What follows belongs to an exercise in optimizing a design on an open flow for small area; a production flow would make more cautious choices. Function was checked by simulation only, so behaviour that the tests miss may differ from the original. No driver is modelled on the clock port, so clocking that relies on it looks cheaper here than on a real chip. Power is estimated from default activity; no workload was simulated.

## morse
module morse (
    input wire clk,
    input wire RX,
    input wire[3:0] SW,  
    output wire LED_R,
    output wire LED_G,
    output wire LED_B
);
    wire rst = ~SW[0];
    reg [6:0] fc;
    reg       ft;
    wire fwrap = fc[6] & fc[3] & fc[2] & fc[1];       
    wire ftick = fwrap & ~ft;
    always @(posedge clk) begin
        if (rst) begin
            fc <= 0;
            ft <= 0;
        end else if (fwrap) begin
            fc <= 0;
            ft <= ~ft;
        end else begin
            fc <= fc + 1'b1;
        end
    end
    reg [6:0] pc;
    reg [2:0] q5;
    reg [5:0] q48;
    wire pwrap = &pc[6:2];                            
    wire q5wrap = q5[2];                              
    wire q48wrap = q48[5] & (&q48[3:0]);              
    wire btick = pwrap & q5wrap & ~q48[0];
    wire ltick = pwrap & q48wrap;
    always @(posedge clk) begin
        if (rst) begin
            pc <= 0;
            q5 <= 0;
            q48 <= 6'd24;
        end else if (pwrap) begin
            pc <= 0;
            q5 <= q5wrap ? 3'd0 : q5 + 1'b1;
  ...
export LEC_CHECK = 0
export ABC_AREA = 1
export CAP_MARGIN = 20
export CORE_MARGIN = 2
export CORE_UTILIZATION = 75
export SLEW_MARGIN = 20
create_clock -name core_clock -period 10.0 [get_ports {clk}]
run.sh (not shown) runs the stock make flow with config.mk's settings and CLKGATE_MAP_FILE= SYNTH_SCRIPT=/design/flow/synth_recipe.tcl, a recipe that flattens the netlist after the stock synthesis.
Then changed:
ABC_AREA = unset   (was 1)
CORE_UTILIZATION = 40   (was 75)
=> Clock skew is higher by 3.1 ps; area after synthesis is higher by 2.2%; flip-flop and latch count is unchanged; via count is lower by 18%.

========
The RTL this note starts from:
==> flow/design.v <==
`default_nettype none
module morse (
    input wire clk,
    input wire RX,
    input wire[3:0] SW,  
    output wire LED_R,
    output wire LED_G,
    output wire LED_B
);
    wire rst = ~SW[0];
    reg [6:0] fc;
    reg       ft;
    wire fwrap = (fc == 7'b1001001);
    wire ftick = fwrap & ~ft;
    always @(posedge clk) begin
        if (rst | fwrap)
            fc <= 0;
        else
            fc <= {fc[5:0], ~(fc[6] ^ fc[5])};
        if (rst)
            ft <= 0;
        else if (fwrap)
            ft <= ~ft;
    end
    reg [4:0] phase;
    reg [4:0] A;
    reg [2:0] B5;
    reg [4:0] B24;
    wire ph9 = phase[4] & ~phase[3];                  
    wire ph4 = ~phase[4] & phase[3];                  
    wire Awrap = A[4] & A[3];                         
    wire A12 = ~A[4] & A[3] & A[2] & ~A[1] & ~A[0];   
    wire B5wrap = B5[2];                              
    wire B24wrap = B24[4] & B24[2] & B24[1] & B24[0];  
    wire btick = ph4 & A12 & B5wrap;
    wire ltick = ph9 & Awrap & B24wrap;
    always @(posedge clk) begin
        if (rst) begin
            phase <= 0;
            A <= 0;
            B5 <= 3'd2;
            B24 <= 5'd12;
        end else begin
            phase <= {phase[3:0], ~phase[4]};
            if (ph9) begin
                A <= Awrap ? 5'd0 : A + 1'b1;
                if (Awrap) begin
                    B5 <= B5wrap ? 3'd0 : B5 + 1'b1;
                    B24 <= B24wrap ? 5'd0 : B24 + 1'b1;
                end
            end
        end
    end
    reg prev;
    reg rxv;
    reg [1:0] steady;
    always @(posedge clk) begin
        if (rst) begin
            prev <= 1;
            steady <= 0;
            rxv <= 1;
        end else if (ftick) begin
            if (steady == 2'b11) begin
                rxv <= prev;
                steady <= 0;
            end else if (prev == RX) begin
                steady <= steady + 1'b1;
            end else begin
                steady <= 0;
                prev <= RX;
            end
        end
    end
    reg [8:0] sr;
    reg [5:0] cur;
    wire idle = ~|sr;
    always @(posedge clk) begin
        if (rst) begin
            sr <= 0;
            cur <= 0;
        end else if (btick) begin
            if (sr[0]) begin
                sr <= 0;
                cur <= qc(sr[8:1]);
            end else begin
                sr <= {rxv ^ idle, sr[8:1]};
            end
        end
    end
    reg [4:0] w_addr;
    reg [4:0] r_addr;
    reg [5:0] last;
    reg warn;
    reg tick_d;
    reg rdy;
    reg [59:0] ring;
    reg [5:0] bcode;
    wire [4:0] w_next = {w_addr[3:0], ~w_addr[4]};
    wire [4:0] r_next = {r_addr[3:0], ~r_addr[4]};
    wire full = (w_next == r_addr);
    wire pend = (cur != last);
    wire we = pend & ~full;
    wire [5:0] port = ring[59:54];
    always @(posedge clk) begin
        warn <= pend & full;
        tick_d <= ltick;
        if (rst) begin
            w_addr <= 0;
            last <= 0;
        end else if (we) begin
            w_addr <= w_next;
            last <= cur;
        end
        if (rst)
            r_addr <= 0;
        else if (tick_d & rdy & (r_addr != w_addr))
            r_addr <= r_next;
        ring <= {ring[53:0], (phase == w_addr) ? last : port};
    end
    reg [1:0] ph;
    wire elem = bcode[0];
    wire islast = ~|bcode[5:2];
    wire empty = ~|bcode[5:1];
    wire [1:0] ph_n = (ph == 2'd0 && !elem) ? 2'd3 : ph + 1'b1;
    always @(posedge clk) begin
        if (rst) begin
            rdy <= 1;
        end else if (ltick) begin
            if (rdy) begin
                rdy <= 0;
                ph <= 0;
            end else if (ph_n == 2'd3 && islast) begin
                rdy <= 1;
            end else begin
                ph <= ph_n;
                if (ph == 2'd3) bcode <= bcode >> 1;
            end
        end
        if (rdy && phase == r_addr)
            bcode <= tr2(port);
    end
    assign LED_B = ~(~rdy & ~empty & (ph != 2'd3));
    assign LED_G = ~rdy;
    assign LED_R = ~warn;
    function [5:0] qc(input [7:0] a);
        reg letter, digit;
        begin
            letter = (a[7:6] == 2'b01) && (a[4:0] != 5'd0) && (a[4:0] <= 5'd26);
            digit = (a[7:4] == 4'b0011) && (a[3:0] <= 4'd9);
            qc = {digit, (letter | digit) ? a[4:0] : 5'd0};
        end
    endfunction
    function [5:0] tr2(input [5:0] q);
        begin
            tr2[0] = TB0[q];
            tr2[1] = TB1[q];
            tr2[2] = TB2[q];
            tr2[3] = TB3[q];
            tr2[4] = TB4[q];
            tr2[5] = TB5[q];
        end
    endfunction
    localparam [63:0] TB0 = 64'h03c100000712e89c;
    localparam [63:0] TB1 = 64'h038300000497b4a2;
    localparam [63:0] TB2 = 64'h0307000002a1ee4a;
    localparam [63:0] TB3 = 64'h020f000003ee8c90;
    localparam [63:0] TB4 = 64'h001f00000743154c;
    localparam [63:0] TB5 = 64'h03ff000000000000;
endmodule
==> flow/config.mk <==
export PLATFORM = sky130hd
export DESIGN_NAME = morse
export DESIGN_NICKNAME = morse
export VERILOG_FILES = /design/flow/design.v
export SDC_FILE = /design/flow/constraint.sdc
export NUM_CORES = 4
export LEC_CHECK = 0
export ABC_AREA = 1
export CAP_MARGIN = 20
export CORE_MARGIN = 2
export CORE_UTILIZATION = 40
export CTS_BUF_LIST = sky130_fd_sc_hd__clkbuf_4
export CTS_CLUSTER_DIAMETER = 60
export CTS_CLUSTER_SIZE = 20
export SLEW_MARGIN = 20
==> flow/constraint.sdc <==
create_clock -name core_clock -period 10.0 [get_ports {clk}]
set_input_delay 2.0000 -clock core_clock [delete_from_list [all_inputs] [get_ports {clk}]]
set_output_delay 2.0000 -clock core_clock [all_outputs]
set_load 0.01 [all_outputs]
standard.sh (not shown) runs the stock make flow with config.mk's settings and CLKGATE_MAP_FILE= SYNTH_SCRIPT=/design/flow/synth_recipe.tcl, a recipe that flattens the netlist after the stock synthesis.
==> flow/flow/run.sh <==
#!/bin/bash
# The standard layout (standard.sh, ORFS's own scripts), with two changes:
# - synthesis maps the logic with an area-only ABC script
#   (flow/abc_area.script, picked up through ABC_AREA 1) in place of ORFS's,
#   which also buffers and sizes for speed; register mapping is unchanged;
# - clock tree synthesis inserts no dummy loads (CTS_ARGS);
# - the port buffers are buf_1 (BUFFER_PORTS_ARGS).
# ORFS's logs stay under orfs/logs; standard.sh's output goes to standard.log.
set -euo pipefail
here=$(pwd)
mkdir -p scripts
for f in "$FLOW_HOME"/scripts/*; do
  ln -sf "$f" scripts/
done
rm -f scripts/abc_area.script
cp flow/abc_area.script scripts/abc_area.script
export SCRIPTS_DIR="$here/scripts"
export CTS_ARGS="-sink_clustering_enable -repair_clock_nets -buf_list sky130_fd_sc_hd__clkbuf_4 -sink_clustering_size 12 -sink_clustering_max_diameter 50 -dont_use_dummy_load"
export BUFFER_PORTS_ARGS="-buffer_cell sky130_fd_sc_hd__buf_1"
bash standard.sh > "$here/standard.log" 2>&1
==> flow/flow/abc_area.script <==
strash
&get -n
&st
&dch
&nf -R 1000
&put
Edit:
==> flow/run.sh (new file) <==
#!/bin/bash
# synth_recipe.tcl (not shown) runs the flow's synth.tcl, then flattens the netlist and writes it again
# the make line also repeats each setting of config.mk as NAME=value (left out here)
make -C /OpenROAD-flow-scripts/flow DESIGN_CONFIG=/design/flow/config.mk WORK_HOME=/design/flow/orfs CLKGATE_MAP_FILE= SYNTH_SCRIPT=/design/flow/synth_recipe.tcl finish
Settings changed: ABC_AREA 1 to default, CTS_BUF_LIST sky130_fd_sc_hd__clkbuf_4 to sky130_fd_sc_hd__clkbuf_8, CTS_CLUSTER_DIAMETER 60 to 100, CTS_CLUSTER_SIZE 20 to 40.
removed: flow/flow/run.sh
removed: flow/flow/abc_area.script
removed: flow/standard.sh
Global-route usage is higher by 0.53 points.
Cell area is higher by roughly a tenth.
Count of clock-buffer cells in the layout is higher by 1.
Wire length is higher by a few percent.
Flip-flop and latch count is unchanged.
Final cell count is higher by a few percent.
Clock skew is lower by 29 ps.
Maximum frequency is lower by a few percent.
Edit:
==> flow/flow/run.sh (new file) <==
#!/bin/bash
# The standard layout (standard.sh, ORFS's own scripts), with these changes:
# - synthesis maps the logic with an area-only ABC script
#   (flow/abc_area.script, picked up through ABC_AREA 1) in place of ORFS's,
#   which also buffers and sizes for speed; register mapping is unchanged;
# - clock tree synthesis inserts no dummy loads (CTS_ARGS);
# - the port buffers are buf_1 (BUFFER_PORTS_ARGS).
# ORFS's logs stay under orfs/logs; standard.sh's output goes to standard.log.
set -euo pipefail
here=$(pwd)
mkdir -p scripts
for f in "$FLOW_HOME"/scripts/*; do
  ln -sf "$f" scripts/
done
rm -f scripts/abc_area.script
cp flow/abc_area.script scripts/abc_area.script
export SCRIPTS_DIR="$here/scripts"
export CTS_ARGS="-sink_clustering_enable -repair_clock_nets -buf_list sky130_fd_sc_hd__clkbuf_4 -sink_clustering_size 30 -sink_clustering_max_diameter 100 -dont_use_dummy_load"
export BUFFER_PORTS_ARGS="-buffer_cell sky130_fd_sc_hd__buf_1"
export PRE_CTS_TCL="$here/flow/pre_cts.tcl"
bash standard.sh > "$here/standard.log" 2>&1
==> flow/flow/abc_area.script (new file) <==
strash
&get -n
&st
&dch
&nf -R 1000
&put
==> flow/flow/pre_cts.tcl (new file) <==
set_max_fanout 40 [current_design]
==> flow/standard.sh (new file) <==
#!/bin/bash
# synth_recipe.tcl (not shown) runs the flow's synth.tcl, then flattens the netlist and writes it again
# the make line also repeats each setting of config.mk as NAME=value (left out here)
make -C /OpenROAD-flow-scripts/flow DESIGN_CONFIG=/design/flow/config.mk WORK_HOME=/design/flow/orfs CLKGATE_MAP_FILE= SYNTH_SCRIPT=/design/flow/synth_recipe.tcl "${@:-finish}"
Settings changed: ABC_AREA from default to 1, CTS_BUF_LIST sky130_fd_sc_hd__clkbuf_8 to sky130_fd_sc_hd__clkbuf_4, CTS_CLUSTER_DIAMETER 100 to 60, CTS_CLUSTER_SIZE 40 to 20.
removed: flow/run.sh
After rerunning:
- via count goes down by a few percent
- global-route usage goes down by 0.53 points
- utilization goes down by 0.74 points
- design area goes down by roughly a tenth
- synthesized area goes down by a few percent
- sequential power goes up by a few percent
- setup slack loses 100 ps
- wire length goes down by a few percent
- final cell count goes down by a few percent
- flip-flop and latch count does not change
- clock power goes down by well over a third

========
Setup of job 101:
Another version of the RTL of morse (not shown whole).
Size: ~460 cells after synthesis, about 140 flip-flops, about 9 I/O pins.
clock: 10.0 ns
lec_check: 0
abc_area: 1
cap_margin: 20
core_margin: 2
core_utilization: 40
cts_buf_list: sky130_fd_sc_hd__clkbuf_4
cts_cluster_diameter: 60
cts_cluster_size: 20
slew_margin: 20
==> flow/flow/run.sh <==
#!/bin/bash
# The standard layout, with one change: synthesis maps the logic with an
# area-only ABC script (flow/abc_area.script, used through ABC_AREA 1) in
# place of ORFS's, which also buffers and sizes for speed. Everything else,
# register mapping included, is ORFS's own.
set -euo pipefail
here=$(pwd)
mkdir -p scripts
for f in "$FLOW_HOME"/scripts/*; do
  ln -sf "$f" scripts/
done
rm -f scripts/abc_area.script
cp flow/abc_area.script scripts/abc_area.script
export SCRIPTS_DIR="$here/scripts"
export CTS_ARGS="-sink_clustering_enable -repair_clock_nets -buf_list {sky130_fd_sc_hd__clkbuf_4 sky130_fd_sc_hd__clkbuf_8} -root_buf sky130_fd_sc_hd__clkbuf_8 -sink_clustering_size 20 -sink_clustering_max_diameter 60 -dont_use_dummy_load"
bash standard.sh > "$here/standard.log" 2>&1
==> flow/flow/abc_area.script <==
strash
&get -n
&st
&dch
&nf -R 1000
&put
For job 102, these inputs were changed with respect to job 101:
-- flow/flow/run.sh --
<<< job 101, line 14
export SCRIPTS_DIR="$here/scripts"
export CTS_ARGS="-sink_clustering_enable -repair_clock_nets -buf_list {sky130_fd_sc_hd__clkbuf_4 sky130_fd_sc_hd__clkbuf_8} -root_buf sky130_fd_sc_hd__clkbuf_8 -sink_clustering_size 20 -sink_clustering_max_diameter 60 -dont_use_dummy_load"
bash standard.sh > "$here/standard.log" 2>&1
>>> job 102, line 14
export SCRIPTS_DIR="$here/scripts"
export CTS_ARGS="-repair_clock_nets -buf_list sky130_fd_sc_hd__clkbuf_4 -dont_use_dummy_load"
bash standard.sh > "$here/standard.log" 2>&1
Notes after the runs:
Job 102: all stages complete, timing, DRC and antenna checks passed
Looking at worst setup slack across job 102 and job 101, the one that comes out lower is job 102.
[diff] time the worst path needs with I/O delays and setup, job 102 relative to job 101: regression
Taking job 101 as the reference, in job 102 worst hold slack did not really move; routed length per instance went down; final RePlAce weighted congestion did not really move; register-to-register slack went up.
Job 102 gives less number of search-and-repair iterations in the first detailed-routing pass than job 101 did.
Taking job 101 as the reference, in job 102 post-detailed-route via-to-cell ratio lower, sum of routed wire length over all layers shrank by 47 um.
Input-level comparison between job 103 and job 102:
- CTS_CLUSTER_DIAMETER now 100, was 60
- ABC_AREA no longer set, was 1
- CTS_CLUSTER_SIZE now 40, was 20
==> flow/run.sh (new file) <==
#!/bin/bash
# synth_recipe.tcl (not shown) runs the flow's synth.tcl, then flattens the netlist and writes it again
# the make line also repeats each setting of config.mk as NAME=value (left out here)
make -C /OpenROAD-flow-scripts/flow DESIGN_CONFIG=/design/flow/config.mk WORK_HOME=/design/flow/orfs CLKGATE_MAP_FILE= SYNTH_SCRIPT=/design/flow/synth_recipe.tcl finish
removed: flow/flow/run.sh
removed: flow/flow/abc_area.script
removed: flow/standard.sh
- Job 102 and job 103 ended up with roughly the same data required time at the worst endpoint.
- Changes observed in job 103 relative to job 102: layout overhead on the synthesized area shows an increase of 0.34 points; total count of max-transition violations in the final report shows no meaningful change; first-pass GRT wire length shows no meaningful change.
- Looking at hold slack, job 103 sits 19 ps above job 102.
- No stage failed in job 103, and the final checks on the layout all came back clean.
- Job 102 consumes less power than job 103.
The following lists how job 104 was set up differently from job 103:
- ABC_AREA now 1, previously not set
- CTS_CLUSTER_SIZE now 20, was 40
- CTS_CLUSTER_DIAMETER now 60, was 100
==> flow/flow/run.sh (new file) <==
#!/bin/bash
# The standard layout, with one change: synthesis maps the logic with an
# area-only ABC script (flow/abc_area.script, used through ABC_AREA 1) in
# place of ORFS's, which also buffers and sizes for speed. Everything else,
# register mapping included, is ORFS's own.
set -euo pipefail
here=$(pwd)
mkdir -p scripts
for f in "$FLOW_HOME"/scripts/*; do
  ln -sf "$f" scripts/
done
rm -f scripts/abc_area.script
cp flow/abc_area.script scripts/abc_area.script
export SCRIPTS_DIR="$here/scripts"
export CTS_ARGS="-sink_clustering_enable -repair_clock_nets -buf_list sky130_fd_sc_hd__clkbuf_4 -sink_clustering_size 12 -sink_clustering_max_diameter 50 -dont_use_dummy_load"
bash standard.sh > "$here/standard.log" 2>&1
==> flow/flow/abc_area.script (new file) <==
strash
&get -n
&st
&dch
&nf -R 1000
&put
==> flow/standard.sh (new file) <==
#!/bin/bash
# synth_recipe.tcl (not shown) runs the flow's synth.tcl, then flattens the netlist and writes it again
# the make line also repeats each setting of config.mk as NAME=value (left out here)
make -C /OpenROAD-flow-scripts/flow DESIGN_CONFIG=/design/flow/config.mk WORK_HOME=/design/flow/orfs CLKGATE_MAP_FILE= SYNTH_SCRIPT=/design/flow/synth_recipe.tcl "${@:-finish}"
removed: flow/run.sh
## What came out
- Diff job 103 -> job 104 | mean instance size in the synthesized netlist | down slightly
- Job 104 against job 103: non-clock buffer count stayed essentially flat; worst setup margin fell by 8.4 ps.
- Routed wire length on met2 shrinks by a few percent when moving from job 103 to job 104.
- Sort job 104 and job 103 by hold slack, descending, and job 103 comes first.

-- separate check: timing with driven ports --
The results above use ideal ports. As a check the final layouts listed here were re-extracted and re-timed, cells and wires unchanged. Step 1 assumes that a clkbuf_16 drives the clock port and a buf_2 every other input. Step 2 times the ports against the registers' clock, not the clock port: input delays grow and output delays shrink by t, the midpoint of the rising clock arrivals with the driver on. a / b / c = no drivers / after step 1 / after step 2; a / b = the first two.
run | shift t [ns] | setup WS [ns] | worst hold slack (ns)
the first run of note 1 | 0.547 | 5.045 / 5.013 / 5.438 | 0.445 / 0.445 / 0.445
the second run of note 1 | 0.451 | 4.852 / 4.814 / 5.265 | 0.451 / 0.451 / 0.451
the first run of note 2 | 0.538 | 6.222 / 6.189 / 6.294 | 0.299 / 0.299 / 0.299
the second run of note 2 | 0.468 | 6.070 / 6.038 / 6.093 | 0.324 / 0.324 / 0.324
the third run of note 2 | 0.534 | 5.969 / 5.980 / 5.445 | 0.300 / 0.300 / 0.300
job 101 | 0.438 | 5.950 / 5.916 / 5.904 | 0.315 / 0.315 / 0.315
job 102 | 0.496 | 5.885 / 5.853 / 5.902 | 0.315 / 0.315 / 0.315
job 103 | 0.549 | 5.893 / 5.857 / 6.134 | 0.334 / 0.334 / 0.334
job 104 | 0.496 | 5.885 / 5.853 / 5.902 | 0.315 / 0.315 / 0.315
After both steps every run listed still meets setup and hold. For the third run of note 2, which loses most, drivers alone change the setup slack by +0.011 ns; drivers and shift together by -0.524 ns.
